What follows belongs to an exercise in optimizing a design on an open flow for small area and a short achievable clock period; a production flow would make more cautious choices.
The RTL was checked by simulation tests, not by an equivalence proof against the original design.
No activity file was given, so power comes from the tool's default toggle rates.

**flow/design.v**
```verilog
module adder(
    input [32-1:0] Ain,
    input [32-1:0] Bin,
    output [32-1:0] add_out
    );
    assign add_out = Ain+Bin;
endmodule
module mux#(
    parameter SIZE=8)(
    input [SIZE-1:0] Ain,
    input [SIZE-1:0] Bin,
    input control,
    output [SIZE-1:0] mux_out
    );
    assign mux_out = control?Bin:Ain;
endmodule
module register(
    input clk,
    input reset,
    input  [32-1:0] D,
    output reg [32-1:0] Q
    );
    always @(posedge(clk))begin
        if (reset==1'b1)
            Q<=32'b0;
        else
            Q <= D;
    end
endmodule
module sign_extender(
    input [(32/2)-1:0] in,
    output [32-1:0] out
    );
    assign out = {{(32/2){in[(32/2-1)]}} , in };
endmodule
module control(
    input [5:0] Opcode,
    output reg  RegDst,
    output reg  Branch,
    output reg  MemRead,
    output reg  MemtoReg,
    output reg  [1:0] ALUOp,
    output reg  MemWrite,
    output reg  ALUSrc,
    output reg  RegWrite
    );
    always@(*) begin
        case (Opcode)
        6'b000000: begin
                RegDst<=1;
                Branch<=0;
                MemRead<=0;
                MemtoReg<=0;
                ALUOp<=2'b10;
                MemWrite<=0;
                ALUSrc<=0;
                RegWrite<=1;
            end
        6'b100011: begin
                RegDst<=0;
                Branch<=0;
                MemRead<=1;
                MemtoReg<=1;
                ALUOp<=2'b00;
                MemWrite<=0;
                ALUSrc<=1;
                RegWrite<=1;
            end
        6'b101011: begin
                RegDst<=0;
                Branch<=0;
                MemRead<=0;
                MemtoReg<=0;
                ALUOp<=2'b00;
                MemWrite<=1;
                ALUSrc<=1;
                RegWrite<=0;
            end
        6'b000100: begin
                RegDst<=0;
                Branch<=1;
                MemRead<=0;
                MemtoReg<=0;
                ALUOp<=2'b01;
                MemWrite<=0;
                ALUSrc<=0;
                RegWrite<=0;
            end
        default: begin
                RegDst<=1;
                Branch<=1;
                MemRead<=1;
                MemtoReg<=1;
                ALUOp<=2'b00;
                MemWrite<=1;
                ALUSrc<=1;
                RegWrite<=1;
            end
        endcase
    end
endmodule
module ALU_control(
    input [1:0] ALUOp,
    input [5:0] funct,
    output reg  [3:0] ALU_control
    );
    always@(*) begin
    case (ALUOp)
    2'b00 : ALU_control = 4'b0010;
    2'b01 : ALU_control = 4'b0110;
    2'b10   :
                case (funct)
                6'b100000 : ALU_control = 4'b0010;
                6'b100010 : ALU_control = 4'b0110;
                6'b100100 : ALU_control = 4'b0000;
                6'b100101  : ALU_control = 4'b0001;
                6'b100111 : ALU_control = 4'b1100;
                6'b101010 : ALU_control = 4'b0111;
                default: ALU_control = 4'b0000;
                endcase
    default    : ALU_control = 4'b0000;    
                endcase
    end
endmodule
module ALU(
    input [32-1:0] A,
    input [32-1:0] B,
    input [3:0] ALU_control,
    output reg[32-1:0] ALUresult,
    output zero
    );
    assign zero = (A==B) ;  
    always@(*) begin
    case (ALU_control)
    4'b0010 : ALUresult = A + B;
    4'b0110 : ALUresult = A - B;
    4'b0000 : ALUresult = A & B;
    4'b0001  : ALUresult = A | B;
    4'b1100 : ALUresult = ~(A | B);
    4'b0111 : if (A < B)
                ALUresult = 4'h0001;
                else
                ALUresult = 4'h0000;
    default  : ALUresult = 32'b0;
    endcase
    end
endmodule
module regfile#(
    parameter SIZE=32, bits=$clog2(SIZE))(
    input clk,
    input reset,
    input write,
    input [(bits - 1):0] address_A,
    input [(bits - 1):0] address_B,
    input [(bits - 1):0] address_dest,
    input [32 - 1:0] write_data,
    output [32 - 1:0] A,
    output [32 - 1:0] B
    );
    reg[32 - 1:0] rf [SIZE-1:0];
    always @(posedge(clk))begin
        if (write) begin
        rf[address_dest] <= write_data;
        end
    end
    assign B = rf[address_B];
    assign A = rf[address_A];
endmodule
module buffer_ifid(
    input clk,
    input reset,
    input [32-1:0] nPC_if,
    input [32-1:0] IR_if,
    output reg[32-1:0] nPC_id,
    output reg[32-1:0] IR_id
    );
    always @(posedge(clk))
    begin
      if (reset)
      begin
        nPC_id<=32'b0;
        IR_id<=32'b0;
      end
      else
      begin
        nPC_id<=nPC_if;
        IR_id<=IR_if;
      end
    end
endmodule
module buffer_IDEX (
    input clk,
    input reset,
    input [32-1:0] nPC_in,
    input [32-1:0] A_in,
    input [32-1:0] B_in,
    input [32-1:0] SE_in,
    input [4:0] RT_in,
    input [4:0] RD_in,
    input [1:0] ALUOp_in,
    input ALUSrc_in,
    input Branch_in,
    input MemRead_in,
    input MemWrite_in,
    input MemtoReg_in,
    input RegWrite_in,
    input RegDst_in,
    output reg [32-1:0] nPC_out,
    output reg [32-1:0] A_out,
    output reg [32-1:0] B_out,
    output reg [32-1:0] SE_out,
    output reg [4:0] RT_out,
    output reg [4:0] RD_out,
    output reg [1:0] ALUOp_out,
    output reg ALUSrc_out,
    output reg Branch_out,
    output reg MemRead_out,
    output reg MemWrite_out,
    output reg MemtoReg_out,
    output reg RegWrite_out,
    output reg RegDst_out
    );
    always@(posedge(clk))
    begin
        if (reset)
          begin
            nPC_out<=32'b0;
            A_out<=32'b0;
            B_out<=32'b0;
            SE_out<=32'b0;
            RT_out<=5'b0;
            RD_out<=5'b0;
            ALUOp_out<=2'b0;
            ALUSrc_out<=1'b0;
            Branch_out<=1'b0;
            MemRead_out<=1'b0;
            MemWrite_out<=1'b0;
            MemtoReg_out<=1'b0;
            RegWrite_out<=1'b0;
            RegDst_out<=1'b0;
          end
        else
          begin  
              nPC_out<=nPC_in;
              A_out<=A_in;
              B_out<=B_in;
              SE_out<=SE_in;
              RT_out<=RT_in;
              RD_out<=RD_in;
              ALUOp_out<=ALUOp_in;
              ALUSrc_out<=ALUSrc_in;
              Branch_out<=Branch_in;
              MemRead_out<=MemRead_in;
              MemWrite_out<=MemWrite_in;
              MemtoReg_out<=MemtoReg_in;
              RegWrite_out<=RegWrite_in;
              RegDst_out<=RegDst_in;
          end
    end
    endmodule
module buffer_exmem(
    input clk, 
    input reset,
    input [32-1:0] Branch_Target_in,
    input [32-1:0] Result_in,
    input [32-1:0] MemWriteData_in,
    input [4:0] RegDstAddress_in,
    input zero_in,
    input Branch_in, 
    input MemRead_in, 
    input MemWrite_in, 
    input MemtoReg_in, 
    input RegWrite_in,
    output reg [32-1:0] Branch_Target_out,
    output reg [32-1:0] Result_out,
    output reg [32-1:0] MemWriteData_out,
    output reg [4:0] RegDstAddress_out,
    output reg zero_out,
    output reg Branch_out, 
    output reg MemRead_out, 
    output reg MemWrite_out, 
    output reg MemtoReg_out, 
    output reg RegWrite_out
);
always@(posedge(clk))
begin
    if (reset)
      begin
        Branch_Target_out<=32'b0;
        Result_out<=32'b0;
        MemWriteData_out<=32'b0;
        RegDstAddress_out<=5'b0;
        zero_out<=1'b0;
        Branch_out<=1'b0; 
        MemRead_out<=1'b0;
        MemWrite_out<=1'b0;
        MemtoReg_out<=1'b0;
        RegWrite_out<=1'b0;
      end
    else
      begin  
        Branch_Target_out<=Branch_Target_in;
        Result_out<=Result_in;
        MemWriteData_out<=MemWriteData_in;
        RegDstAddress_out<=RegDstAddress_in;
        zero_out<=zero_in;
        Branch_out<=Branch_in; 
        MemRead_out<=MemRead_in;
        MemWrite_out<=MemWrite_in;
        MemtoReg_out<=MemtoReg_in;
        RegWrite_out<=RegWrite_in;
      end
end
endmodule
module buffer_memwb(
    input clk, 
    input reset,
    input [4:0] RegDstAddress_in,
    input [32-1:0] MemReadData_in,
    input [32-1:0] ALUResult_in,
    input MemtoReg_in, 
    input RegWrite_in,
    output reg [4:0] RegDstAddress_out,
    output reg [32-1:0] MemReadData_out,
    output reg [32-1:0] ALUResult_out,
    output reg MemtoReg_out, 
    output reg RegWrite_out
);
always@(posedge(clk))
begin
    if (reset)
      begin
          RegDstAddress_out<=5'b0;
          MemReadData_out<=32'b0;
          ALUResult_out<=32'b0;
          MemtoReg_out<=1'b0; 
          RegWrite_out<=1'b0;
      end
    else
      begin  
         RegDstAddress_out<=RegDstAddress_in;
         MemReadData_out<=MemReadData_in;
         ALUResult_out<=ALUResult_in;
         MemtoReg_out<=MemtoReg_in; 
         RegWrite_out<=RegWrite_in;
      end
end
endmodule
module iFetch(
    input clk,
    input reset,
    input PCSrc,
    input [32-1:0] BrDest,
    output [32-1:0] imem_addr,
    input  [32-1:0] imem_data,
    output [32-1:0] nPC,
    output [32-1:0] IR
    );
    wire [32-1:0] PC;
    wire [32-1:0] new_PC;
    wire[32-1:0] nextPC;
    wire[32-1:0] nPC_if;
    mux#(32) PCsel(
    .Ain(nextPC),
    .Bin(BrDest),
    .control(PCSrc),
    .mux_out(new_PC)
    );
    register myPC(
    .clk(clk),
    .reset(reset),
    .D(new_PC),
    .Q(PC)
    );
    adder incrementer(
    .Ain(PC),
    .Bin(4),
    .add_out(nextPC)
    );
    adder nPC_calc(
    .Ain(new_PC),
    .Bin(4),
    .add_out(nPC_if)
    );
    assign imem_addr = PC;
    buffer_ifid fetchBuffer(
    .clk(clk),
    .reset(reset),
    .nPC_if(nPC_if),
    .IR_if(imem_data),
    .nPC_id(nPC),
    .IR_id(IR)
    );
endmodule
module iDecode(
    input clk,
    input reset,
    input [32-1:0] nPC,
    input [32-1:0] IR,   
    input [32-1:0] Result,
    input [4:0] WriteAddress,
    input RegWrite_in,
    output [32-1:0] nPCout,
    output [32-1:0] A,
    output [32-1:0] B,
    output [32-1:0] SE,
    output [4:0] RT,
    output [4:0] RD,
    output [1:0] ALUOp,
    output ALUSrc,
    output Branch,
    output MemRead,
    output MemWrite,
    output MemtoReg,
    output RegWrite,
    output RegDst
    );
    wire [32-1:0] A_nb;
    wire [32-1:0] B_nb;
    wire [32-1:0] SE_nb;
    wire [1:0] ALUOp_nb;
    wire ALUSrc_nb;
    wire Branch_nb;
    wire MemRead_nb;
    wire MemWrite_nb;
    wire MemtoReg_nb;
    wire RegWrite_nb;
    wire RegDst_nb;
    control  TheControl(
    .Opcode(IR[31:26]),
    .RegDst(RegDst_nb),
    .Branch(Branch_nb),
    .MemRead(MemRead_nb),
    .MemtoReg(MemtoReg_nb),
    .ALUOp(ALUOp_nb),
    .MemWrite(MemWrite_nb),
    .ALUSrc(ALUSrc_nb),
    .RegWrite(RegWrite_nb)
    );
    regfile myRegfile(
    .clk(clk),
    .reset(reset),
    .write(RegWrite_in),
    .address_A(IR[25:21]),
    .address_B(IR[20:16]),
    .address_dest(WriteAddress),
    .write_data(Result),
    .A(A_nb),
    .B(B_nb)
    );
    sign_extender mySE(
    .in(IR[15:0]),
    .out(SE_nb)
    );
    buffer_IDEX bufid(
        .clk(clk),
        .reset(reset),
        .nPC_in(nPC),
        .A_in(A_nb),
        .B_in(B_nb),
        .SE_in(SE_nb),
        .RT_in(IR[20:16]),
        .RD_in(IR[15:11]),
        .ALUOp_in(ALUOp_nb),
        .ALUSrc_in(ALUSrc_nb),
        .Branch_in(Branch_nb),
        .MemRead_in(MemRead_nb),
        .MemWrite_in(MemWrite_nb),
        .MemtoReg_in(MemtoReg_nb),
        .RegWrite_in(RegWrite_nb),
        .RegDst_in(RegDst_nb),
        .nPC_out(nPCout),
        .A_out(A),
        .B_out(B),
        .SE_out(SE),
        .RT_out(RT),
        .RD_out(RD),
        .ALUOp_out(ALUOp),
        .ALUSrc_out(ALUSrc),
        .Branch_out(Branch),
        .MemRead_out(MemRead),
        .MemWrite_out(MemWrite),
        .MemtoReg_out(MemtoReg),
        .RegWrite_out(RegWrite),
        .RegDst_out(RegDst)
        );
endmodule
module iExecute(
    input clk,
    input reset,
    input [32-1:0] n_PCin,
    input [32-1:0] A,
    input [32-1:0] B,
    input [32-1:0] SE,
    input [4:0] RT,
    input [4:0] RD,
    input [1:0] ALUOp,
    input ALUSrc,
    input RegDst,
    input Branch_in,
    input MemRead_in,
    input MemWrite_in,
    input RegWrite_in,
    input MemtoReg_in,
    output [32-1:0] Branch_Target,
    output [32-1:0] Result,
    output [32-1:0] MemWriteData,
    output [4:0] RegDstAddress,
    output zero,
    output Branch_out,
    output MemRead_out,
    output MemWrite_out,
    output RegWrite_out,
    output MemtoReg_out
    );
    wire [32-1:0] Data2;
    wire [3:0] ALUoperation;
    wire [32-1:0] Branch_Target_nb;
    wire [32-1:0] Result_nb;
    wire [4:0] RegDstAddress_nb;
    wire zero_nb;
mux#(32) alu_mux(
    .Ain(B),
    .Bin(SE),
    .control(ALUSrc),
    .mux_out(Data2)
    );
adder branch_target_calculator(
    .Ain(n_PCin),
    .Bin(SE),
    .add_out(Branch_Target_nb)
    );
ALU myALU(
    .A(A),
    .B(Data2),
    .ALU_control(ALUoperation),
    .ALUresult(Result_nb),
    .zero(zero_nb)
    );
ALU_control ALUcont(
    .ALUOp(ALUOp),
    .funct(SE[5:0]),
    .ALU_control(ALUoperation)
    );
mux#(5) RegDstMux(
    .Ain(RT),
    .Bin(RD),
    .control(RegDst),
    .mux_out(RegDstAddress_nb)
    );
buffer_exmem BufEXMEM(
    .clk(clk), 
    .reset(reset),
    .Branch_Target_in(Branch_Target_nb),
    .Result_in(Result_nb),
    .MemWriteData_in(B),
    .RegDstAddress_in(RegDstAddress_nb),
    .zero_in(zero_nb),
    .Branch_in(Branch_in), 
    .MemRead_in(MemRead_in), 
    .MemWrite_in(MemWrite_in), 
    .MemtoReg_in(MemtoReg_in), 
    .RegWrite_in(RegWrite_in),
    .Branch_Target_out(Branch_Target),
    .Result_out(Result),
    .MemWriteData_out(MemWriteData),
    .RegDstAddress_out(RegDstAddress),
    .zero_out(zero),
    .Branch_out(Branch_out), 
    .MemRead_out(MemRead_out), 
    .MemWrite_out(MemWrite_out), 
    .MemtoReg_out(MemtoReg_out), 
    .RegWrite_out(RegWrite_out)
);
endmodule
module iMemory(
    input clk,
    input reset,
    input zero,
    input Branch,
    input MemRead,
    input MemWrite,
    input RegWrite_in,
    input MemtoReg_in,
    input [4:0] RegDstAddress_in,
    input [32-1:0] ALUResult_in,
    input [32-1:0] MemWriteData,
    output dmem_we,
    output dmem_re,
    output [32-1:0] dmem_addr,
    output [32-1:0] dmem_wdata,
    input  [32-1:0] dmem_rdata,
    output RegWrite_out,
    output MemtoReg_out,
    output PCSrc,
    output [4:0] RegDstAddress_out,
    output [32-1:0] MemReadData,
    output [32-1:0] ALUResult_out
    );
    and branchAnd(PCSrc,zero,Branch);
    assign dmem_we    = MemWrite;
    assign dmem_re    = MemRead;
    assign dmem_addr  = ALUResult_in;
    assign dmem_wdata = MemWriteData;
buffer_memwb BufMemWB(
    .clk(clk), 
    .reset(reset),
    .RegDstAddress_in(RegDstAddress_in),
    .MemReadData_in(dmem_rdata),
    .ALUResult_in(ALUResult_in),
    .MemtoReg_in(MemtoReg_in), 
    .RegWrite_in(RegWrite_in),
    .RegDstAddress_out(RegDstAddress_out),
    .MemReadData_out(MemReadData),
    .ALUResult_out(ALUResult_out),
    .MemtoReg_out(MemtoReg_out), 
    .RegWrite_out(RegWrite_out)
);
endmodule
module iWriteBack(
    input MemToReg,
    input [32-1:0] ALU_result,
    input [32-1:0] Mem_result,
    output [32-1:0] result
    );
mux#(32) wbmux(
    .Bin(Mem_result),
    .Ain(ALU_result),
    .control(MemToReg),
    .mux_out(result)
    );
endmodule
module mips_core(
    input clk,
    input reset,
    output [32-1:0] imem_addr,
    input  [32-1:0] imem_data,
    output dmem_we,
    output dmem_re,
    output [32-1:0] dmem_addr,
    output [32-1:0] dmem_wdata,
    input  [32-1:0] dmem_rdata,
    output wb_we,
    output [4:0] wb_addr,
    output [32-1:0] wb_data
);
    wire [32-1:0] nPC;
    wire [32-1:0] IR;
    wire [32-1:0] nPCout;
    wire [32-1:0] A;
    wire [32-1:0] B;
    wire [32-1:0] SE;
    wire [4:0] RT;
    wire [4:0] RD;
    wire [1:0] ALUOp;
    wire ALUSrc;
    wire Branch;
    wire MemRead;
    wire MemWrite;
    wire MemtoReg;
    wire RegWrite;
    wire RegDst;
    wire [32-1:0] Branch_Target;
    wire [32-1:0] ALUResult_in;
    wire [32-1:0] MemWriteData;
    wire [4:0] RegDstAddress_in;
    wire zero;
    wire Branch_out;
    wire MemRead_out;
    wire MemWrite_out;
    wire RegWrite_out;
    wire MemtoReg_out;
   wire PCSrc;
   wire [4:0] RegDstAddress_out;
   wire [32-1:0] MemReadData;
   wire [32-1:0] ALUResult_out;
   wire RegWrite_in;
   wire MemtoReg_end;
    wire [32-1:0] result;
iFetch F(
.clk(clk),
.reset(reset),
.PCSrc(PCSrc),
.BrDest(Branch_Target),
.imem_addr(imem_addr),
.imem_data(imem_data),
.nPC(nPC),
.IR(IR)
);
iDecode D(
.clk(clk),
.reset(reset),
.nPC(nPC),
.IR(IR),
.Result(result),
.WriteAddress(RegDstAddress_out),
.RegWrite_in(RegWrite_in),
.nPCout(nPCout),
.A(A),
.B(B),
.SE(SE),
.RT(RT),
.RD(RD),
.ALUOp(ALUOp),
.ALUSrc(ALUSrc),
.Branch(Branch),
.MemRead(MemRead),
.MemWrite(MemWrite),
.MemtoReg(MemtoReg),
.RegWrite(RegWrite),
.RegDst(RegDst)
);
iExecute E(
.clk(clk),
.reset(reset),
.n_PCin(nPCout),
.A(A),
.B(B),
.SE(SE),
.RT(RT),
.RD(RD),
.ALUOp(ALUOp),
.ALUSrc(ALUSrc),
.RegDst(RegDst),
.Branch_in(Branch),
.MemRead_in(MemRead),
.MemWrite_in(MemWrite),
.RegWrite_in(RegWrite),
.MemtoReg_in(MemtoReg),
.Branch_Target(Branch_Target),
.Result(ALUResult_in),
.MemWriteData(MemWriteData),
.RegDstAddress(RegDstAddress_in),
.zero(zero),
.Branch_out(Branch_out),
.MemRead_out(MemRead_out),
.MemWrite_out(MemWrite_out),
.RegWrite_out(RegWrite_out),
.MemtoReg_out(MemtoReg_out)
 );
iMemory M(
.clk(clk),
.reset(reset),
.zero(zero),
.Branch(Branch_out),
.MemRead(MemRead_out),
.MemWrite(MemWrite_out),
.RegWrite_in(RegWrite_out),
.MemtoReg_in(MemtoReg_out),
.RegDstAddress_in(RegDstAddress_in),
.ALUResult_in(ALUResult_in),
.MemWriteData(MemWriteData),
.dmem_we(dmem_we),
.dmem_re(dmem_re),
.dmem_addr(dmem_addr),
.dmem_wdata(dmem_wdata),
.dmem_rdata(dmem_rdata),
.RegWrite_out(RegWrite_in),
.MemtoReg_out(MemtoReg_end),
.PCSrc(PCSrc),
.RegDstAddress_out(RegDstAddress_out),
.MemReadData(MemReadData),
.ALUResult_out(ALUResult_out)
);
iWriteBack WB(
.MemToReg(MemtoReg_end),
.ALU_result(ALUResult_out),
.Mem_result(MemReadData),
.result(result)
);
assign wb_we   = RegWrite_in;
assign wb_addr = RegDstAddress_out;
assign wb_data = result;
endmodule
```
**flow/run.sh**
```bash
#!/bin/bash
# synth_recipe.tcl (not shown) runs the flow's synth.tcl, then flattens the netlist and writes it again
# the make line also repeats each setting of config.mk as NAME=value (left out here)
make -C /OpenROAD-flow-scripts/flow DESIGN_CONFIG=/design/flow/config.mk WORK_HOME=/design/flow/orfs CLKGATE_MAP_FILE= SYNTH_SCRIPT=/design/flow/synth_recipe.tcl finish
```
**flow/config.mk**
```make
export PLATFORM = sky130hd
export DESIGN_NAME = mips_core
export DESIGN_NICKNAME = mips_core
export VERILOG_FILES = /design/flow/design.v
export SDC_FILE = /design/flow/constraint.sdc
export NUM_CORES = 4
export LEC_CHECK = 0
export CAP_MARGIN = 20
export CORE_MARGIN = 2
export CORE_UTILIZATION = 40
export SLEW_MARGIN = 20
```
**flow/constraint.sdc**
```tcl
create_clock -name core_clock -period 6.5 [get_ports {clk}]
set_input_delay 1.3000 -clock core_clock [delete_from_list [all_inputs] [get_ports {clk}]]
set_output_delay 1.3000 -clock core_clock [all_outputs]
set_load 0.01 [all_outputs]
```
==> results of run 1 <==
==> routing by layer <==
metal / share of wire, % / vias to the layer above / GRT usage [%]
met2: 48 / 1712 / 37.32
met5: 0.061 / - / 0
li1: - / 16614 / -
met4: 3.5 / 2 / 8.283
met1: 40 / 20613 / 31.09
met3: 8.4 / 341 / 4.772
==> cell usage after synthesis, types with 11 or more instances <==
library cell,count
and3_1,18
nand2_1,119
nand4_1,13
inv_1,119
xor2_1,33
a21oi_1,137
o21a_1,15
o21bai_1,15
a21o_1,32
xnor2_1,56
o211ai_1,16
a31oi_1,17
mux4_2,640
mux2i_1,99
clkbuf_1,192
ha_1,129
dfxtp_1,396
nor2_1,309
o31ai_1,14
edfxtp_1,1024
nand3_1,33
nand2b_1,21
nor4_1,19
o21ai_0,92
buf_1,71
nor2b_1,198
mux2_2,32
or4_1,11
nor3_1,37
a221oi_1,29
a211oi_1,16
==> path summary, 6_finish.rpt <==
kind / to / slack, ps / depth (start not counted)
max: wb_data[31] / 1990 / 3
min: D.bufid.nPC_out[3]$_SDFF_PP0_ / 440 / 1
max reg2reg: E.BufEXMEM.Result_out[29]$_SDFF_PP0_ / 2050 / 13
min reg2reg: D.bufid.nPC_out[3]$_SDFF_PP0_ / 440 / 1
==> sequential cells by signal, indices dropped and copies added (netlist names), 2 cells and up <==
name / flops
D.bufid.ALUOp_out: 2
D.bufid.A_out: 32
D.bufid.B_out: 32
D.bufid.RT_out: 5
D.bufid.SE_out: 16
D.bufid.nPC_out: 32
D.myRegfile.rf: 1024
E.BufEXMEM.Branch_Target_out: 32
E.BufEXMEM.MemWriteData_out: 32
E.BufEXMEM.RegDstAddress_out: 5
E.BufEXMEM.Result_out: 32
F.fetchBuffer.IR_id: 32
F.fetchBuffer.nPC_id: 32
F.myPC.Q: 30
M.BufMemWB.ALUResult_out: 32
M.BufMemWB.MemReadData_out: 32
M.BufMemWB.RegDstAddress_out: 5
==> critical path, delay by kind of cell, from the launching register on <==
kind,cells,cell delay [ps]
buf+inv,2,1200
mux,1,800
flops,1,310
==> through the flow <==
stage               hold WS, ps  power (W)  cells  area (um2)  util [%]
finish                    435.4    0.02107   6583       75450     46.35
global route              448.3    0.02175   6578       75440     46.35
CTS                       438.4    0.02120   6578       75440     46.35
detailed placement        423.1    0.01248   6293       70380     43.24
global placement          422.7    0.01248   6292       70350     43.22
floorplan                 403.1    0.01163   4105       65630         -
==> logic make-up (layout without fill, tap and decap cells) <==
family	Yosys count	in the layout	share of synthesized area, %
xor+xnor	89	89	1.188
other cells	0	5	0
compound gates	467	467	4.633
fa+ha+maj	132	132	2.551
flops	1420	1420	58.93
buf+inv	387	685	2.242
simple gates	839	839	6.432
mux	771	771	24.02
==> power by group through the flow <==
stage	clock network (W)	registers (W)	logic (W)
2_1_floorplan	0	0.0102	0.00143
3_3_place_gp	0	0.0103	0.00215
3_5_place_dp	0	0.0103	0.00215
4_1_cts	0.00891	0.0101	0.00216
5_1_grt	0.00927	0.0101	0.00233
6_report	0.00877	0.0101	0.00217
==> layout make-up <==
type	instances	area, um2
Fill cell	13857	87320
Sequential cell	1420	38710
Multi-Input combinational cell	2298	25720
Clock buffer	204	4224
Timing Repair Buffer	280	2768
Tap cell	2175	2721
Clock inverter	81	838.3
Inverter	120	450.4
Antenna cell	5	12.51
==> results.yml, run 1 <==
floorplanning:
  die_area_mm2: 0.1673
  die_h_um: 409.1
  die_x_um: 409.1
  start_util_pct: 40.32
  row_count: 148
  core-area_mm2: 0.1628
  ios: 202
power:
  p_clk_share_pct: 41.6
  p_seq_share_pct: 48.1
  combPwrFrac_pct: 10.3
  internal_power_w: 0.01585
  switchingPower_w: 0.005217
  p_leak_nw: 25.04
  ir_worst_vdd_mv: 0.2154
  power_density_mw_per_mm2: 279.3
  swShare_pct: 24.76
grt:
  grt_pass1_wl_mm: 280.0
  grt_max_degree: 117
  antenna_found_initial: 8
  gr-total-overflow: 0
  grt_pass1_vias: 39884
  grtUsageTotal_pct: 23.15
sta:
  period_minus_slack_ps: 4511
  hold_violations: 0
  maxSlewHeadroom_pct: 23.07
  finalMaxSlewViolations: 0
  max_freq_ghz: 0.2217
  fin_ws_ps: 1989
  finalSetupViolations: 0
  rsz0062_at_grt: "false"
  fin_crit_sh_pct: 69.40
  worst_pin_slew_ps: 1154
  fin_setup_tns_ps: 0
  finClkSkew_ps: 38.96
hold_path:
  hold_start: "F.fetchBuffer.nPC_id[3]$_SDFF_PP0_"
  min-delay-path-class: "flip-flop to flip-flop"
yosys:
  ys_types: 76
  synth_fp_nets: 4303
  yosysSeqAreaShare_pct: 58.93
  syn-cell-area_mm2: 0.06563
  synth.largest_area_cell: "edfxtp_1"
  synth_top_area_share_pct: 46.85
  synth-edff-count: 1024
  synth_flop_cell: "edfxtp_1"
  synth.avg_cell_area_um2: 15.99
  ys_ff_latch: 1420
  ys_warn_count: 9
  synthCells: 4105
  async_flop_share_pct: 0
  netlist_top_cells_area: "edfxtp_1 (47%), mux4_2 (22%), dfxtp_1 (12%)"
detailed_routing:
  drc: 0
  dr.pass1.iters: 5
  dr.first_iter.drc_count: 4595
  routed_via_density: 5.967
  drt.antenna.violating_nets: 0
  vias: 39282
  wl_per_cell_um: 29.56
  routed_wl_mm: 194.6
setup_path:
  crit_type: "flip-flop to output port"
  r2r-start: "D.bufid.ALUSrc_out$_SDFF_PP0_"
  crit_required_ps: 5200
  end_kind: "output port"
  critPathLaunch: "M.BufMemWB.MemtoReg_out$_SDFF_PP0_"
  max_stage_delay_ps: 800
  worst_path_max_delay_cell: "mux2_2"
  cp_max_fo: 33
  path_cells: "buf_4 -> mux2_2 -> clkdlybuf4s50_1"
  cp-start-kind: "flip-flop"
  cp.arrival_ps: 3210
clocking:
  cts-htree-levels: 4
  clkLatencyLatePin_ps: 810
  clkTransAtPathRegs_ps: 60
  tritoncts: "built"
  cts_buffer_depth: 3
  cts_hold_buf: 0
  cts.sinks: 1420
  ctsResizeCount: 0
  cts-root-buf: "clkbuf_16"
  cts_made_buffers: 154
  cts_setup_buffers: 0
placed_design:
  gp_congestion: 0.8864
  portBuffers: 201
  place_ws_ps: 2096
  dp_hpwl_mm: 116.7
layout:
  drive_gt1_share_pct: 23.82
  final_cell_mix: "edfxtp_1 (1024), mux4_2 (640), dfxtp_1 (385)"
  final_common_cell: "edfxtp_1"
  nNetsFinal: 4472
  area_delta_synth_final_pct: 14.97
run:
  maxCapViolations: 0
status:
  status: "complete, no violations"
==> inputs of run 2 (changes only) <==
==> flow/design.v (replaced) <==
module mips_core(
    input clk,
    input reset,
    output [32-1:0] imem_addr,
    input  [32-1:0] imem_data,
    output dmem_we,
    output dmem_re,
    output [32-1:0] dmem_addr,
    output [32-1:0] dmem_wdata,
    input  [32-1:0] dmem_rdata,
    output wb_we,
    output [4:0] wb_addr,
    output [32-1:0] wb_data
);
    reg [31:0] pc;
    reg [31:0] ir;               
    reg [31:0] e_a;              
    reg [31:0] e_b;              
    reg [31:0] e_sd;             
    reg [31:0] e_tgt;            
    reg [4:0]  e_dst;
    reg        e_cin, e_sum, e_slt, e_or, e_nor;
    reg        e_br, e_mr, e_mw, e_rw;
    reg [31:0] m_res;            
    reg [31:0] m_sd;
    reg [31:0] m_tgt;
    reg [4:0]  m_dst;
    reg        m_taken, m_mr, m_mw, m_rw;
    reg [31:0] w_data;           
    reg [4:0]  w_dst;
    reg        w_we;
    wire [31:0] pc_inc  = {pc[31:2] + 30'd1, pc[1:0]};
    wire [31:0] pc_next = m_taken ? m_tgt : pc_inc;
    always @(posedge clk) begin
        if (reset) begin
            pc <= 32'd0;
            ir <= 32'd0;
        end else begin
            pc <= pc_next;
            ir <= imem_data;
        end
    end
    assign imem_addr = pc;
    wire [31:0] rf [0:31];
    genvar gi;
    generate
        for (gi = 0; gi < 32; gi = gi + 1) begin : g_rf
            reg [31:0] q;
            always @(posedge clk)
                if (w_we && w_dst == gi)
                    q <= w_data;
            assign rf[gi] = q;
        end
    endgenerate
    wire [31:0] sel_a = 32'd1 << ir[25:21];
    wire [31:0] sel_b = 32'd1 << ir[20:16];
    reg  [31:0] rd_a, rd_b;
    integer k;
    always @(*) begin
        rd_a = 32'd0;
        rd_b = 32'd0;
        for (k = 0; k < 32; k = k + 1) begin
            rd_a = rd_a | ({32{sel_a[k]}} & rf[k]);
            rd_b = rd_b | ({32{sel_b[k]}} & rf[k]);
        end
    end
    wire [5:0] op    = ir[31:26];
    wire [5:0] funct = ir[5:0];
    wire is_r   = (op == 6'b000000);
    wire is_lw  = (op == 6'b100011);
    wire is_sw  = (op == 6'b101011);
    wire is_beq = (op == 6'b000100);
    wire is_oth = ~(is_r | is_lw | is_sw | is_beq);
    wire alusrc = is_lw | is_sw | is_oth;
    wire regdst = is_r | is_oth;
    wire f_sub  = is_r & (funct == 6'b100010);
    wire f_slt  = is_r & (funct == 6'b101010);
    wire f_add  = is_r & (funct == 6'b100000);
    wire f_or   = is_r & (funct == 6'b100101);
    wire f_nor  = is_r & (funct == 6'b100111);
    wire inv    = f_sub | f_slt;
    wire [31:0] se = {{16{ir[15]}}, ir[15:0]};
    wire [31:0] tgt = pc_inc + se;
    always @(posedge clk) begin
        e_a   <= rd_a;
        e_b   <= alusrc ? se : (inv ? ~rd_b : rd_b);
        e_sd  <= rd_b;
        e_tgt <= tgt;
        e_dst <= regdst ? ir[15:11] : ir[20:16];
        e_cin <= inv;
        e_sum <= ~is_r | f_add | f_sub;
        e_slt <= f_slt;
        e_or  <= f_or;
        e_nor <= f_nor;
        if (reset) begin
            e_br <= 1'b0;
            e_mr <= 1'b0;
            e_mw <= 1'b0;
            e_rw <= 1'b0;
        end else begin
            e_br <= is_beq | is_oth;
            e_mr <= is_lw | is_oth;
            e_mw <= is_sw | is_oth;
            e_rw <= is_r | is_lw | is_oth;
        end
    end
    wire [33:0] sum34 = {1'b0, e_a, 1'b1} + {1'b0, e_b, e_cin};
    wire [31:0] sum   = sum34[32:1];
    wire        lt    = ~sum34[33];           
    wire [31:0] orv   = e_a | e_b;
    wire [31:0] logic_res = e_nor ? ~orv : e_or ? orv : (e_a & e_b);
    wire [31:0] alu   = e_sum ? sum : e_slt ? {31'd0, lt} : logic_res;
    wire        zero  = (e_a == e_b);
    always @(posedge clk) begin
        m_res <= alu;
        m_sd  <= e_sd;
        m_tgt <= e_tgt;
        m_dst <= e_dst;
        if (reset) begin
            m_taken <= 1'b0;
            m_mr    <= 1'b0;
            m_mw    <= 1'b0;
            m_rw    <= 1'b0;
        end else begin
            m_taken <= e_br & zero;
            m_mr    <= e_mr;
            m_mw    <= e_mw;
            m_rw    <= e_rw;
        end
    end
    assign dmem_we    = m_mw;
    assign dmem_re    = m_mr;
    assign dmem_addr  = m_res;
    assign dmem_wdata = m_sd;
    always @(posedge clk) begin
        w_data <= m_mr ? dmem_rdata : m_res;
        w_dst  <= m_dst;
        if (reset)
            w_we <= 1'b0;
        else
            w_we <= m_rw;
    end
    assign wb_we   = w_we;
    assign wb_addr = w_dst;
    assign wb_data = w_data;
endmodule
==> results.yml, run 2 <==
status:
  status: "complete, no violations"
detailed_routing:
  vias: 44755
  routed_wl_mm: 253.7
  drt.antenna.violating_nets: 0
  wl_per_cell_um: 40.31
  drc: 0
  dr.pass1.iters: 10
  dr.first_iter.drc_count: 8838
  routed_via_density: 7.112
yosys:
  async_flop_share_pct: 0
  synth_most_common_cell: "edfxtp_1"
  synth_fp_nets: 4238
  synth_top_cells_by_count: "edfxtp_1 (1024), a22oi_1 (640), dfxtp_1 (349)"
  ys_ff_latch: 1373
  ys_types: 62
  netlist_top_cells_area: "edfxtp_1 (55%), dfxtp_1 (12%), a22oi_1 (8.6%)"
  yosysSeqAreaShare_pct: 67.44
  synthCells: 4074
  synth_flop_cell: "edfxtp_1"
  synth.largest_area_cell: "edfxtp_1"
  synth_top_area_share_pct: 54.96
  syn-cell-area_mm2: 0.05595
  synth.avg_cell_area_um2: 13.73
  synth-edff-count: 1024
  ys_warn_count: 1
layout:
  multi_input_area_mm2: 0.01762
  final_cell_mix: "edfxtp_1 (1024), a22oi_1 (640), dfxtp_1 (332)"
  largest_reg_flops: 1024
  final.fill_count: 12153
  regArea_mm2: 0.03776
  final_common_cell: "edfxtp_1"
  nNetsFinal: 4455
  area_delta_synth_final_pct: 17.65
  final_area_mm2: 0.06583
  drive_gt1_share_pct: 11.58
  regMostFlops: "g_rf.q"
sta:
  fin_crit_sh_pct: 65.02
  maxSlewHeadroom_pct: 14.40
  finalSetupViolations: 0
  finalMaxSlewViolations: 0
  fin_setup_tns_ps: 0
  rsz0062_at_grt: "false"
  finClkSkew_ps: 42.75
  finalHoldWorstSlack_ps: 323.2
  hold_violations: 0
  worst_pin_slew_ps: 1284
  max_freq_ghz: 0.2366
  period_minus_slack_ps: 4226
floorplanning:
  ios: 202
  die_area_mm2: 0.1429
  start_util_pct: 40.20
  die_x_um: 378.0
  die_h_um: 378.0
  core-area_mm2: 0.1392
  row_count: 137
placed_design:
  dp_hpwl_mm: 136.0
  portBuffers: 201
  gp_congestion: 0.9332
  placed_cell_area_mm2: 0.06110
clocking:
  cts_made_buffers: 140
  cts_setup_buffers: 0
  cts_hold_buf: 0
  cts-htree-levels: 4
  clkLatencyLatePin_ps: 820
  cts.sinks: 1373
  cts_buffer_depth: 3
  tritoncts: "built"
  clkTransAtPathRegs_ps: 60
  ctsResizeCount: 0
  cts-root-buf: "clkbuf_16"
setup_path:
  cp.arrival_ps: 4890
  cp_max_fo: 6
  crit_type: "flip-flop to flip-flop"
  end_kind: "flip-flop"
  rr_worst_depth: 16
  cp-start-kind: "flip-flop"
  r2r-start: "pc[2]$_SDFF_PP0_"
  critPathLaunch: "pc[2]$_SDFF_PP0_"
  crit_required_ps: 7170
grt:
  grt_max_degree: 74
  grt_pass1_wl_mm: 339.8
  grtUsageTotal_pct: 34.59
  gr-total-overflow: 0
  grt_pass1_vias: 41515
  antenna_found_initial: 19
hold_path:
  min-delay-path-class: "flip-flop to flip-flop"
  hold_depth: 0
  hold_start: "e_sd[26]$_DFF_P_"
power:
  p_total_w: 0.02196
  ir_worst_vdd_mv: 0.2327
  p_leak_nw: 21.73
  power_density_mw_per_mm2: 333.5
run:
  maxCapViolations: 0
==> run 2: worst paths after layout <==
kind                       end  slack [ps]
max reg2reg  e_tgt[29]$_DFF_P_        2270
min           m_sd[26]$_DFF_P_         320
min reg2reg   m_sd[26]$_DFF_P_         320
max          e_tgt[29]$_DFF_P_        2270
==> run 2: worst max-delay path, stage by stage (launching register included) <==
cell and delay (ps):
dfxtp_1 400, ha_1 230, and3_1 200, and2_1 320, nand2_1 110, xnor2_1 200, ha_1 320, a21oi_1 170
o21ai_0 160, a221oi_1 400, o221ai_1 190, o41a_1 410, a211oi_1 260, o31ai_1 140, a21oi_1 260, o21ai_0 170
xor2_1 160
==> run 2: power breakdown <==
part | internal (W) | total, W | switching [W] | leakage (nW)
clock | 0.00465 | 0.00821 | 0.00357 | 2.26
sequential | 0.0105 | 0.0111 | 0.000623 | 12.2
combinational | 0.000932 | 0.00259 | 0.00166 | 7.30
total | 0.0161 | 0.0220 | 0.00585 | 21.7
==> run 2: cell families (layout without fill, tap and decap cells) <==
family,count (synthesis),count (layout),synth area share (%)
DFF,1373,1373,67.44
adders and majority gates,98,98,2.218
other,0,14,0
buffers and inverters,350,679,2.350
muxes,58,58,1.120
AOI/OAI and AO/OA,1307,1307,17.78
and+or+nand+nor,773,773,7.285
xor gates and xnor gates,115,115,1.800
==> run 2: metal layers <==
metal  share of wire [%]  global-route usage (%)  routed length (um)
met3                  17                   15.67               43970
met1                  33                   41.64               83570
met4                 8.6                   21.63               21790
met5               0.060                       0                 152
met2                  41                   50.30              104200
==> run 2: cell type report <==
type                            count  share of cell area (%)
Sequential cell                  1373                   57.36
Inverter                           91                  0.5189
Clock buffer                      178                   5.883
Clock inverter                     76                   1.152
Multi-Input combinational cell   2351                   26.77
Antenna cell                       14                 0.05322
Timing Repair Buffer              334                   4.698
Tap cell                         1876                   3.566
==> run 2: through the flow <==
| step | setup WS, ps | instances | util [%] |
|---|---|---|---|
| detailed placement | 2331 | 6022 | 43.89 |
| global route | 2005 | 6281 | 47.27 |
| global placement | 2264 | 6020 | 43.85 |
| CTS | 2301 | 6276 | 47.22 |
| floorplan | 2909 | 4074 | - |
| finish | 2274 | 6293 | 47.30 |
==> inputs of run 3 (changes only) <==
--- a/flow/design.v
+++ b/flow/design.v
@@ -18,5 +18,7 @@
     reg [31:0] e_b;              
     reg [31:0] e_sd;             
-    reg [31:0] e_tgt;            
+    reg [15:0] e_tlo;            
+    reg [15:0] e_phi;            
+    reg        e_tc, e_ts;       
     reg [4:0]  e_dst;
     reg        e_cin, e_sum, e_slt, e_or, e_nor;
@@ -81,10 +83,13 @@
     wire inv    = f_sub | f_slt;
     wire [31:0] se = {{16{ir[15]}}, ir[15:0]};
-    wire [31:0] tgt = pc_inc + se;
+    wire [16:0] tlo = {1'b0, pc_inc[15:0]} + {1'b0, ir[15:0]};
     always @(posedge clk) begin
         e_a   <= rd_a;
         e_b   <= alusrc ? se : (inv ? ~rd_b : rd_b);
         e_sd  <= rd_b;
-        e_tgt <= tgt;
+        e_tlo <= tlo[15:0];
+        e_tc  <= tlo[16];
+        e_ts  <= ir[15];
+        e_phi <= pc_inc[31:16];
         e_dst <= regdst ? ir[15:11] : ir[20:16];
         e_cin <= inv;
@@ -105,15 +110,37 @@
         end
     end
-    wire [33:0] sum34 = {1'b0, e_a, 1'b1} + {1'b0, e_b, e_cin};
-    wire [31:0] sum   = sum34[32:1];
-    wire        lt    = ~sum34[33];           
+    wire [31:0] kp = e_a ^ e_b;
+    wire [31:0] kg = e_a & e_b;
+    wire [31:0] pg [0:5];
+    wire [31:0] gg [0:5];
+    assign pg[0] = kp;
+    assign gg[0] = {kg[31:1], kg[0] | (kp[0] & e_cin)};
+    genvar kl, kb;
+    generate
+        for (kl = 0; kl < 5; kl = kl + 1) begin : g_ks
+            for (kb = 0; kb < 32; kb = kb + 1) begin : g_bit
+                if (kb >= (1 << kl)) begin : g_op
+                    assign gg[kl+1][kb] = gg[kl][kb] | (pg[kl][kb] & gg[kl][kb - (1 << kl)]);
+                    assign pg[kl+1][kb] = pg[kl][kb] & pg[kl][kb - (1 << kl)];
+                end else begin : g_pass
+                    assign gg[kl+1][kb] = gg[kl][kb];
+                    assign pg[kl+1][kb] = pg[kl][kb];
+                end
+            end
+        end
+    endgenerate
+    wire [31:0] carry = {gg[5][30:0], e_cin};   
+    wire [31:0] sum   = kp ^ carry;
+    wire        lt    = ~gg[5][31];           
     wire [31:0] orv   = e_a | e_b;
     wire [31:0] logic_res = e_nor ? ~orv : e_or ? orv : (e_a & e_b);
     wire [31:0] alu   = e_sum ? sum : e_slt ? {31'd0, lt} : logic_res;
     wire        zero  = (e_a == e_b);
+    wire [15:0] thi = (e_tc & ~e_ts) ? e_phi + 16'd1 :
+                      (~e_tc & e_ts) ? e_phi - 16'd1 : e_phi;
     always @(posedge clk) begin
         m_res <= alu;
         m_sd  <= e_sd;
-        m_tgt <= e_tgt;
+        m_tgt <= {thi, e_tlo};
         m_dst <= e_dst;
         if (reset) begin
==> flow/flow/run.sh (new file) <==
#!/bin/bash
# The standard ORFS layout (standard.sh, unchanged synthesis), with:
#  - port buffers of a plain buffer cell (buf_2) instead of the default pick,
#  - gate sizing not restricted to cells of the same footprint.
set -euo pipefail
bash standard.sh finish \
  "BUFFER_PORTS_ARGS=-buffer_cell sky130_fd_sc_hd__buf_2" \
  MATCH_CELL_FOOTPRINT=0 > flow_make.log 2>&1
==> flow/standard.sh (new file) <==
#!/bin/bash
# synth_recipe.tcl (not shown) runs the flow's synth.tcl, then flattens the netlist and writes it again
# the make line also repeats each setting of config.mk as NAME=value (left out here)
make -C /OpenROAD-flow-scripts/flow DESIGN_CONFIG=/design/flow/config.mk WORK_HOME=/design/flow/orfs CLKGATE_MAP_FILE= SYNTH_SCRIPT=/design/flow/synth_recipe.tcl "${@:-finish}"
--- a/flow/config.mk
+++ b/flow/config.mk
@@ -8,4 +8,8 @@
 export CAP_MARGIN = 20
 export CORE_MARGIN = 2
-export CORE_UTILIZATION = 40
+export CORE_UTILIZATION = 35
+export CTS_CLUSTER_DIAMETER = 80
+export CTS_CLUSTER_SIZE = 24
+export PLACE_DENSITY = 0.42
+export SETUP_SLACK_MARGIN = 3.65
 export SLEW_MARGIN = 20
removed: flow/run.sh
==> results.yml, run 3 <==
detailed_routing:
  routed_wl_mm: 305.0
  dr.pass1.iters: 7
  drt.antenna.violating_nets: 0
  drc: 0
  routed_via_density: 6.882
  wl_per_cell_um: 46.36
  vias: 45279
  dr.first_iter.drc_count: 8526
layout:
  largest_reg_flops: 1024
  regArea_mm2: 0.03798
  final_cell_mix: "edfxtp_1 (1024), a22oi_1 (623), dfxtp_1 (281)"
  regMostFlops: "g_rf.q"
  final.fill_count: 14618
  multi_input_area_mm2: 0.01798
  post-route-util_pct: 42.09
  area_delta_synth_final_pct: 19.39
  nNetsFinal: 4578
  drive_gt1_share_pct: 22.08
  final_common_cell: "edfxtp_1"
grt:
  grtUsageTotal_pct: 36.29
  gr-total-overflow: 0
  grt_pass1_wl_mm: 395.5
  grt_pass1_vias: 41912
  antenna_found_initial: 31
  grt_max_degree: 73
floorplanning:
  die_h_um: 403.4
  core-area_mm2: 0.1584
  start_util_pct: 35.25
  die_x_um: 403.4
  die_area_mm2: 0.1627
  ios: 202
  row_count: 146
power:
  power_density_mw_per_mm2: 314.0
  p_leak_nw: 22.46
  ir_worst_vdd_mv: 0.2255
yosys:
  synthCells: 4072
  synth-edff-count: 1024
  syn-cell-area_mm2: 0.05583
  synth.avg_cell_area_um2: 13.71
  synth_top_cells_by_count: "edfxtp_1 (1024), a22oi_1 (623), dfxtp_1 (351)"
  async_flop_share_pct: 0
  synth_flop_cell: "edfxtp_1"
  synth_most_common_cell: "edfxtp_1"
  synth_top_area_share_pct: 55.08
  synth.largest_area_cell: "edfxtp_1"
  yosysSeqAreaShare_pct: 67.66
  synth_fp_nets: 4224
  ys_types: 67
  ys_warn_count: 1
  ys_ff_latch: 1375
  netlist_top_cells_area: "edfxtp_1 (55%), dfxtp_1 (13%), a22oi_1 (8.4%)"
clocking:
  cts_made_buffers: 84
  cts_hold_buf: 0
  cts.sinks: 1375
  tritoncts: "built"
  cts-htree-levels: 3
  clkTransAtPathRegs_ps: 100
  cts_buffer_depth: 3
  clkLatencyLatePin_ps: 760
  cts-root-buf: "clkbuf_16"
sta:
  fin_setup_tns_ps: 0
  finalMaxSlewViolations: 0
  maxSlewHeadroom_pct: 20.22
  max_freq_ghz: 0.3409
  period_minus_slack_ps: 2933
  finClkSkew_ps: 51.86
  hold_violations: 0
  fin_crit_sh_pct: 45.13
  worst_pin_slew_ps: 1197
  rsz0062_at_grt: "true"
  finalSetupViolations: 0
hold_path:
  hold_depth: 0
  min-delay-path-class: "flip-flop to flip-flop"
  hold_start: "e_tlo[7]$_DFF_P_"
setup_path:
  crit_type: "flip-flop to flip-flop"
  end_kind: "flip-flop"
  critPathLaunch: "ir[21]$_SDFF_PP0_"
  crit_required_ps: 7150
  cp.arrival_ps: 3580
  r2r-start: "ir[21]$_SDFF_PP0_"
  rr_worst_depth: 7
  cp-start-kind: "flip-flop"
  cp_max_fo: 22
placed_design:
  portBuffers: 201
  dp_hpwl_mm: 170.8
  gp_congestion: 0.9126
run:
  maxCapViolations: 0
status:
  status: "complete, no violations"
==> run 3: cell types whose count changed after synthesis, moves of 16 or more <==
cell      delta
nor2_1      -32
buf_2       +45
clkbuf_1    -49
nand3_1     +16
a22oi_1     -17
nand2_1     +46
==> run 3: layout make-up <==
class	count	area share, %
flip-flops and latches	1375	56.98
multi-input cells	2331	26.97
repair buffers	530	7.120
well taps	2072	3.889
clock buffers	107	3.441
clock inverters	50	0.9705
inverters	104	0.5857
diodes	10	0.03754
==> run 3: critical path, cell delays in order, from the launching register on <==
cell,delay (ps)
dfxtp_1,390
or2_4,330
nor2_4,630
buf_4,700
a22o_1,250
a221oi_1,50
nand4_1,140
or3_1,300
==> run 3: layer usage <==
layer	vias up	share of wire [%]	GRT usage (%)
li1	17195	-	-
met1	22773	37	47.43
met2	4148	42	53.01
met3	1141	14	12.76
met4	22	6.7	18.61
met5	-	0.054	0
==> run 3: worst paths after layout <==
kind,end,slack [ps]
worst max-delay path,e_a[27]$_DFF_P_,3570
worst min register to register,m_tgt[7]$_DFF_P_,320
worst max register to register,e_a[27]$_DFF_P_,3570
worst min-delay path,m_tgt[7]$_DFF_P_,320
==> run 3: stage by stage <==
stage	instances	hold slack, ps	power, W	setup WS (ps)	cell area (um2)
3_5_place_dp	6244	312.1	0.01378	2644	60420
3_3_place_gp	6238	310.0	0.01379	2693	60270
6_report	6579	322.7	0.02093	3567	66660
2_1_floorplan	4072	309.6	0.01216	2962	55830
4_1_cts	6516	320.1	0.02067	3472	65650
5_1_grt	6569	326.8	0.02142	3538	66630
==> run 3: cell families after synthesis <==
logic type / synth area share, %
flops: 67.66
compound gates: 17.70
simple gates: 7.364
buf+inv: 2.600
xor+xnor: 1.741
fa+ha+maj: 1.968
mux: 0.9637
==> run 3: what timing repair did <==
item,CTS,global route
setup buffers,97,47
gates resized for setup,307,105
endpoints found under the hold margin,0,0
gates cloned,18,4
pin swaps,44,41
setup endpoints to repair,302,88
==> run 3: power by group <==
| part | internal [W] | leakage (nW) | switching [W] |
|---|---|---|---|
| registers | 0.0105 | 12.2 | 0.000525 |
| clock network | 0.00281 | 1.44 | 0.00341 |
| logic | 0.00131 | 8.82 | 0.00233 |
==> inputs of run 4 (changes only) <==
--- a/flow/config.mk
+++ b/flow/config.mk
@@ -11,5 +11,4 @@
 export CTS_CLUSTER_DIAMETER = 80
 export CTS_CLUSTER_SIZE = 24
-export PLACE_DENSITY = 0.42
 export SETUP_SLACK_MARGIN = 3.65
 export SLEW_MARGIN = 20
==> results.yml, run 4 <==
status:
  status: "complete, no violations"
sta:
  fin_ws_ps: 3581
  finalMaxSlewViolations: 0
  finalHoldWorstSlack_ps: 330.3
  maxSlewHeadroom_pct: 23.75
  worst_pin_slew_ps: 1144
  finClkSkew_ps: 66.47
  max_freq_ghz: 0.3426
  hold_violations: 0
  fin_crit_sh_pct: 44.91
  period_minus_slack_ps: 2919
  finalSetupViolations: 0
  fin_setup_tns_ps: 0
  rsz0062_at_grt: "true"
grt:
  gr-total-overflow: 0
  grtUsageTotal_pct: 31.77
  grt_pass1_vias: 42106
  grt_pass1_wl_mm: 356.1
  antenna_found_initial: 11
  grt_max_degree: 74
detailed_routing:
  dr.pass1.iters: 13
  drt.antenna.violating_nets: 0
  wl_per_cell_um: 41.56
  drc: 0
  highest_layer: "met5"
  vias: 45510
  met1Wirelength_mm: 88.23
  routed_via_density: 7.004
  met2RoutedLength_mm: 108.3
  dr.first_iter.drc_count: 8941
  routed_wl_mm: 270.0
  dr_wl_met3_mm: 46.71
layout:
  final.fill_count: 14468
  largest_reg_flops: 1024
  final_area_mm2: 0.06512
  nNetsFinal: 4515
  drive_gt1_share_pct: 20.14
  multi_input_area_mm2: 0.01795
  final_common_cell: "edfxtp_1"
  area_delta_synth_final_pct: 16.64
  layout.cells.non_filler: 6498
  regMostFlops: "g_rf.q"
  regArea_mm2: 0.03795
  final_cell_mix: "edfxtp_1 (1024), a22oi_1 (623), dfxtp_1 (286)"
floorplanning:
  row_count: 146
  die_x_um: 403.4
  die_h_um: 403.4
  core-area_mm2: 0.1584
  start_util_pct: 35.25
  die_area_mm2: 0.1627
  ios: 202
yosys:
  ys_types: 67
  syn-cell-area_mm2: 0.05583
  synthCells: 4072
  ys_warn_count: 1
  synth_top_cells_by_count: "edfxtp_1 (1024), a22oi_1 (623), dfxtp_1 (351)"
  synth_compound_area_share_pct: 17.70
  yosys.area_share.adder_pct: 1.968
  synth_mux_area_share_pct: 0.9637
  ys_ff_latch: 1375
  synth_most_common_cell: "edfxtp_1"
  synth_top_family_by_area: "compound AO/OA/AOI/OAI gates"
  synth.largest_area_cell: "edfxtp_1"
  synth-edff-count: 1024
  yosysSeqAreaShare_pct: 67.66
  yosys.area_share.simple_pct: 7.364
  synth_fp_nets: 4224
  async_flop_share_pct: 0
  netlist_top_cells_area: "edfxtp_1 (55%), dfxtp_1 (13%), a22oi_1 (8.4%)"
  synth.avg_cell_area_um2: 13.71
  synth_top_area_share_pct: 55.08
  synthXorXnorAreaFrac_pct: 1.741
  synth_flop_cell: "edfxtp_1"
clocking:
  cts.sinks: 1375
  cts-htree-levels: 3
  cts_buffer_depth: 3
  cts_made_buffers: 71
  cts-root-buf: "clkbuf_16"
  clkLatencyLatePin_ps: 750
  clkTransAtPathRegs_ps: 100
  tritoncts: "built"
placed_design:
  place_ws_ps: 2797
  gp_congestion: 0.9723
  dp_hpwl_mm: 148.4
  post-place-cells: 6225
  placed_cell_area_mm2: 0.06021
  portBuffers: 201
setup_path:
  end_kind: "flip-flop"
  cp_max_fo: 14
  crit_type: "flip-flop to flip-flop"
  cp.arrival_ps: 3570
  crit_required_ps: 7150
  cp-start-kind: "flip-flop"
run:
  maxCapViolations: 0
hold_path:
  min-delay-path-class: "flip-flop to flip-flop"
power:
  p_leak_nw: 21.66
  ir_worst_vdd_mv: 0.1941
  power_density_mw_per_mm2: 298.6
-- run 4: cell count changes in the layout (fill, tap and decap cells not counted), moves of 6 or more --
cell / delta
clkbuf_16: -26
dfxtp_2: +7
inv_8: -9
dfxtp_4: -12
buf_12: -11
clkbuf_1: +15
buf_4: -26
buf_8: +6
clkbuf_4: -6
-- run 4: stage by stage --
stage	utilization (%)	power [W]
2_1_floorplan	-	0.01216
6_report	41.11	0.01944
3_3_place_gp	37.97	0.01362
5_1_grt	41.10	0.01988
4_1_cts	40.41	0.01905
3_5_place_dp	38.02	0.01364
-- run 4: critical path, cell delays in order (launching register included) --
cell     delay, ps
dfxtp_2        480
or3b_2         620
nor2_4         720
buf_4          440
a22oi_1        150
nand4_1        200
or4_1          220
-- run 4: logic make-up (layout without fill, tap and decap cells) --
family	Yosys count	in the layout
and+or+nand+nor	786	786
buffers and inverters	366	709
AOI/OAI and AO/OA	1299	1299
muxes	49	49
adders and majority gates	86	86
other	0	11
DFF	1375	1375
xor gates and xnor gates	111	111
-- run 4: path summary, 6_finish.rpt --
check	startpoint	end	slack, ps	cells after the start
max	ir[24]$_SDFF_PP0_	e_a[12]$_DFF_P_	3580	6
min	m_dst[4]$_DFF_P_	w_dst[4]$_DFF_P_	330	0
max reg2reg	ir[24]$_SDFF_PP0_	e_a[12]$_DFF_P_	3580	6
min reg2reg	m_dst[4]$_DFF_P_	w_dst[4]$_DFF_P_	330	0
-- run 4: timing repair --
item,4_1_cts,5_1_grt
pin swaps,34,29
gates cloned,6,5
hold buffers,0,0
endpoints found under the setup margin,201,100
setup buffers,84,41
resized for setup,212,151
-- run 4: area by class of cell --
class	instances	share of cell area, %
diodes	11	0.04227
clock buffers	105	2.990
clock inverters	20	0.4131
inverters	104	0.5995
multi-input cells	2331	27.57
flip-flops and latches	1375	58.28
well taps	2072	3.981
repair buffers	480	6.126
-- run 4: power breakdown --
part           internal (W)  switching (W)
clock               0.00222        0.00303
combinational       0.00107        0.00193
sequential           0.0105       0.000661
-- run 4: layer usage --
| metal | global-route usage, % | vias up |
|---|---|---|
| li1 | - | 17003 |
| met1 | 37.23 | 21897 |
| met2 | 45.52 | 4921 |
| met3 | 15.27 | 1675 |
| met4 | 22.32 | 14 |
| met5 | 0.05947 | - |
==> inputs of run 5 (changes only) <==
--- a/flow/design.v
+++ b/flow/design.v
@@ -15,6 +15,7 @@
     reg [31:0] pc;
     reg [31:0] ir;               
-    reg [31:0] e_a;              
-    reg [31:0] e_b;              
+    reg [31:0] sel_a, sel_b;     
+    reg [31:0] e_p;              
+    reg [31:0] e_g;              
     reg [31:0] e_sd;             
     reg [15:0] e_tlo;            
@@ -30,4 +31,5 @@
     reg        m_taken, m_mr, m_mw, m_rw;
     reg [31:0] w_data;           
+    reg [31:0] w_rfd;            
     reg [4:0]  w_dst;
     reg        w_we;
@@ -38,7 +40,11 @@
             pc <= 32'd0;
             ir <= 32'd0;
+            sel_a <= 32'd1;
+            sel_b <= 32'd1;
         end else begin
             pc <= pc_next;
             ir <= imem_data;
+            sel_a <= 32'd1 << imem_data[25:21];
+            sel_b <= 32'd1 << imem_data[20:16];
         end
     end
@@ -51,10 +57,8 @@
             always @(posedge clk)
                 if (w_we && w_dst == gi)
-                    q <= w_data;
+                    q <= w_rfd;
             assign rf[gi] = q;
         end
     endgenerate
-    wire [31:0] sel_a = 32'd1 << ir[25:21];
-    wire [31:0] sel_b = 32'd1 << ir[20:16];
     reg  [31:0] rd_a, rd_b;
     integer k;
@@ -84,7 +88,8 @@
     wire [31:0] se = {{16{ir[15]}}, ir[15:0]};
     wire [16:0] tlo = {1'b0, pc_inc[15:0]} + {1'b0, ir[15:0]};
+    wire [31:0] op2 = alusrc ? se : (inv ? ~rd_b : rd_b);
     always @(posedge clk) begin
-        e_a   <= rd_a;
-        e_b   <= alusrc ? se : (inv ? ~rd_b : rd_b);
+        e_p   <= rd_a ^ op2;
+        e_g   <= {rd_a[31:1] & op2[31:1], (rd_a[0] & op2[0]) | ((rd_a[0] ^ op2[0]) & inv)};
         e_sd  <= rd_b;
         e_tlo <= tlo[15:0];
@@ -110,10 +115,8 @@
         end
     end
-    wire [31:0] kp = e_a ^ e_b;
-    wire [31:0] kg = e_a & e_b;
     wire [31:0] pg [0:5];
     wire [31:0] gg [0:5];
-    assign pg[0] = kp;
-    assign gg[0] = {kg[31:1], kg[0] | (kp[0] & e_cin)};
+    assign pg[0] = e_p;
+    assign gg[0] = e_g;
     genvar kl, kb;
     generate
@@ -131,10 +134,10 @@
     endgenerate
     wire [31:0] carry = {gg[5][30:0], e_cin};   
-    wire [31:0] sum   = kp ^ carry;
+    wire [31:0] sum   = e_p ^ carry;
     wire        lt    = ~gg[5][31];           
-    wire [31:0] orv   = e_a | e_b;
-    wire [31:0] logic_res = e_nor ? ~orv : e_or ? orv : (e_a & e_b);
+    wire [31:0] orv   = e_p | e_g;
+    wire [31:0] logic_res = e_nor ? ~orv : e_or ? orv : e_g;
     wire [31:0] alu   = e_sum ? sum : e_slt ? {31'd0, lt} : logic_res;
-    wire        zero  = (e_a == e_b);
+    wire        zero  = ~|e_p;
     wire [15:0] thi = (e_tc & ~e_ts) ? e_phi + 16'd1 :
                       (~e_tc & e_ts) ? e_phi - 16'd1 : e_phi;
@@ -162,4 +165,6 @@
     always @(posedge clk) begin
         w_data <= m_mr ? dmem_rdata : m_res;
+        if (m_rw)
+            w_rfd <= m_mr ? dmem_rdata : m_res;
         w_dst  <= m_dst;
         if (reset)
--- a/flow/config.mk
+++ b/flow/config.mk
@@ -8,7 +8,7 @@
 export CAP_MARGIN = 20
 export CORE_MARGIN = 2
-export CORE_UTILIZATION = 35
+export CORE_UTILIZATION = 45
 export CTS_CLUSTER_DIAMETER = 80
 export CTS_CLUSTER_SIZE = 24
-export SETUP_SLACK_MARGIN = 3.65
+export SETUP_SLACK_MARGIN = 4.0
 export SLEW_MARGIN = 20
==> results.yml, run 5 <==
yosys:
  synthCells: 4122
  synth-edff-count: 1056
  synth_top_cells_by_count: "edfxtp_1 (1056), a22oi_1 (769), dfxtp_1 (410)"
  syn-cell-area_mm2: 0.05738
  ys_warn_count: 1
  ys_types: 76
  synth_fp_nets: 4241
  synth_top_area_share_pct: 55.26
  synth.largest_area_cell: "edfxtp_1"
  async_flop_share_pct: 0
  synth.avg_cell_area_um2: 13.92
  synth_flop_cell: "edfxtp_1"
  synth_most_common_cell: "edfxtp_1"
  ys_ff_latch: 1466
  netlist_top_cells_area: "edfxtp_1 (55%), dfxtp_1 (14%), a22oi_1 (10%)"
  yosysSeqAreaShare_pct: 69.57
floorplanning:
  die_area_mm2: 0.1304
  core-area_mm2: 0.1270
  die_x_um: 361.1
  die_h_um: 361.1
  start_util_pct: 45.17
  ios: 202
  row_count: 131
sta:
  fin_crit_sh_pct: 39.73
  hold_violations: 0
  max_freq_ghz: 0.3872
  maxSlewHeadroom_pct: 20.48
  rsz0062_at_grt: "true"
  finalSetupViolations: 0
  fin_setup_tns_ps: 0
  finalMaxSlewViolations: 0
  worst_pin_slew_ps: 1193
  finClkSkew_ps: 44.51
  period_minus_slack_ps: 2583
  fin_ws_ps: 3917
grt:
  grt_pass1_vias: 42049
  grt_pass1_wl_mm: 339.5
  gr-total-overflow: 0
  grt_max_degree: 65
  antenna_found_initial: 17
  grtUsageTotal_pct: 37.72
clocking:
  cts_made_buffers: 72
  cts.sinks: 1466
  clkLatencyLatePin_ps: 710
  clkTransAtPathRegs_ps: 100
  cts-htree-levels: 3
  tritoncts: "built"
  cts-root-buf: "clkbuf_16"
  cts_buffer_depth: 3
power:
  combPwrFrac_pct: 8.5
  switchingPower_w: 0.004395
  power_density_mw_per_mm2: 269.8
  p_seq_share_pct: 61.5
  ir_worst_vdd_mv: 0.1957
  p_leak_nw: 21.82
  p_total_w: 0.01773
  internal_power_w: 0.01334
  p_clk_share_pct: 29.9
  swShare_pct: 24.79
detailed_routing:
  vias: 45799
  drc: 0
  dr.first_iter.drc_count: 9902
  drt.antenna.violating_nets: 0
  dr.pass1.iters: 10
  routed_wl_mm: 259.7
  routed_via_density: 7.525
  wl_per_cell_um: 42.67
layout:
  final_common_cell: "edfxtp_1"
  drive_gt1_share_pct: 19.46
  area_delta_synth_final_pct: 14.54
  final.fill_count: 10523
  regMostFlops: "g_rf.q"
  final_cell_mix: "edfxtp_1 (1056), a22oi_1 (767), dfxtp_1 (276)"
  nNetsFinal: 4472
  post-route-util_pct: 51.74
  largest_reg_flops: 1024
run:
  maxCapViolations: 0
status:
  status: "complete, no violations"
placed_design:
  portBuffers: 201
  gp_congestion: 0.9310
  dp_hpwl_mm: 124.4
  place_ws_ps: 3507
setup_path:
  cp.arrival_ps: 3160
  crit_required_ps: 7080
  cp_max_fo: 32
  end_kind: "flip-flop"
  crit_type: "flip-flop to flip-flop"
  cp-start-kind: "flip-flop"
hold_path:
  min-delay-path-class: "flip-flop to flip-flop"
run 5: path summary, 6_finish.rpt:
path                             start                 to  slack [ps]  cells after the start
setup / recovery  sel_b[10]$_SDFF_PP0_    e_p[19]$_DFF_P_        3920                      8
hold / removal       e_tlo[13]$_DFF_P_  m_tgt[13]$_DFF_P_         330                      0
setup reg to reg  sel_b[10]$_SDFF_PP0_    e_p[19]$_DFF_P_        3920                      8
hold reg to reg      e_tlo[13]$_DFF_P_  m_tgt[13]$_DFF_P_         330                      0
run 5: kinds of logic (layout without fill, tap and decap cells):
logic type	count (synthesis)	count (layout)	share of synthesized area, %
other	0	15	0
flip-flops	1466	1466	69.57
multiplexers	56	56	1.058
adder cells (fa/ha/maj)	53	53	1.169
buffers and inverters	300	587	2.002
XOR/XNOR	110	110	1.718
AND/OR/NAND/NOR	852	852	7.769
AO/OA/AOI/OAI	1285	1285	16.72
run 5: stage by stage:
step	area, um2	cells	hold WS, ps
after floorplan	57410	4122	309.6
after global placement	60520	5812	310.5
after detailed placement	60560	5814	312.1
after CTS	64220	6000	329.7
after global routing	65690	6072	339.7
final	65730	6086	325.5
run 5: area by class of cell:
| type | count | area (um2) | share of cell area, % |
|---|---|---|---|
| Sequential cell | 1466 | 40230 | 61.20 |
| Multi-Input combinational cell | 2356 | 17270 | 26.28 |
| Timing Repair Buffer | 425 | 3804 | 5.787 |
| Tap cell | 1662 | 2079 | 3.164 |
| Clock buffer | 117 | 2023 | 3.078 |
| Clock inverter | 13 | 165.2 | 0.2513 |
| Inverter | 32 | 120.1 | 0.1827 |
| Antenna cell | 15 | 37.54 | 0.05711 |
run 5: power groups by stage:
stage | Combinational [W] | Clock, W | Sequential (W)
floorplan | 0.000633 | 0 | 0.0110
global placement | 0.00124 | 0 | 0.0112
detailed placement | 0.00125 | 0 | 0.0112
CTS | 0.00134 | 0.00530 | 0.0109
global route | 0.00158 | 0.00564 | 0.0109
finish | 0.00151 | 0.00531 | 0.0109
run 5: metal layers:
layer | global-route usage, % | part of all wire, % | up-vias
li1 | - | - | 17065
met5 | 0.2220 | 0.16 | -
met2 | 53.25 | 40 | 5147
met1 | 46.56 | 33 | 21993
met4 | 21.46 | 8.6 | 26
met3 | 18.98 | 19 | 1568
run 5: critical path: stages (launching register included):
cell      delay, ps
dfxtp_2         340
buf_12          200
a22o_1          290
a221oi_1        250
nand3_1         180
or4_4           560
xnor2_1         140
o21ai_0         160
ha_1            260
run 5: timing repair:
item                       CTS  global route
gates resized for setup    285           137
setup endpoints to repair  171           131
setup buffers               54            55
cloned                       2            10
hold buffers                 0             0
pin swaps                   13            55

-- what the ideal ports hide --
The results above use ideal ports. As a check the final layouts listed here were re-extracted and re-timed, cells and wires unchanged. Step 1 assumes that a clkbuf_16 drives the clock port and a buf_2 every other input. Step 2 adds t to the input delays and takes it off the output delays; t is the mean of the earliest and latest rising clock arrival at the registers after step 1. Input paths then give back, and output paths get back, about the clock's delay inside the block. Three values: no drivers, after step 1, after step 2; two values: the first two.
run	t, ns	setup WS [ns]	worst hold slack (ns)	worst setup path after step 2	latest minus earliest clock arrival (ns)
run 1	0.866	1.989 / 1.910 / 2.047	0.435 / 0.435 / 0.435	register to register	0.040 / 0.040
run 2	0.873	2.274 / 2.274 / 2.274	0.323 / 0.323 / 0.323	register to register	0.045 / 0.045
run 3	0.816	3.567 / 3.567 / 3.567	0.323 / 0.323 / 0.323	register to register	0.063 / 0.062
run 4	0.797	3.581 / 3.581 / 3.557	0.330 / 0.330 / 0.330	input to register	0.068 / 0.069
run 5	0.766	3.917 / 3.910 / 3.491	0.326 / 0.326 / 0.326	input to register	0.047 / 0.047
After both steps every run listed still meets setup and hold. For run 5, which loses most, drivers alone change the setup slack by -0.007 ns; drivers and shift together by -0.426 ns.
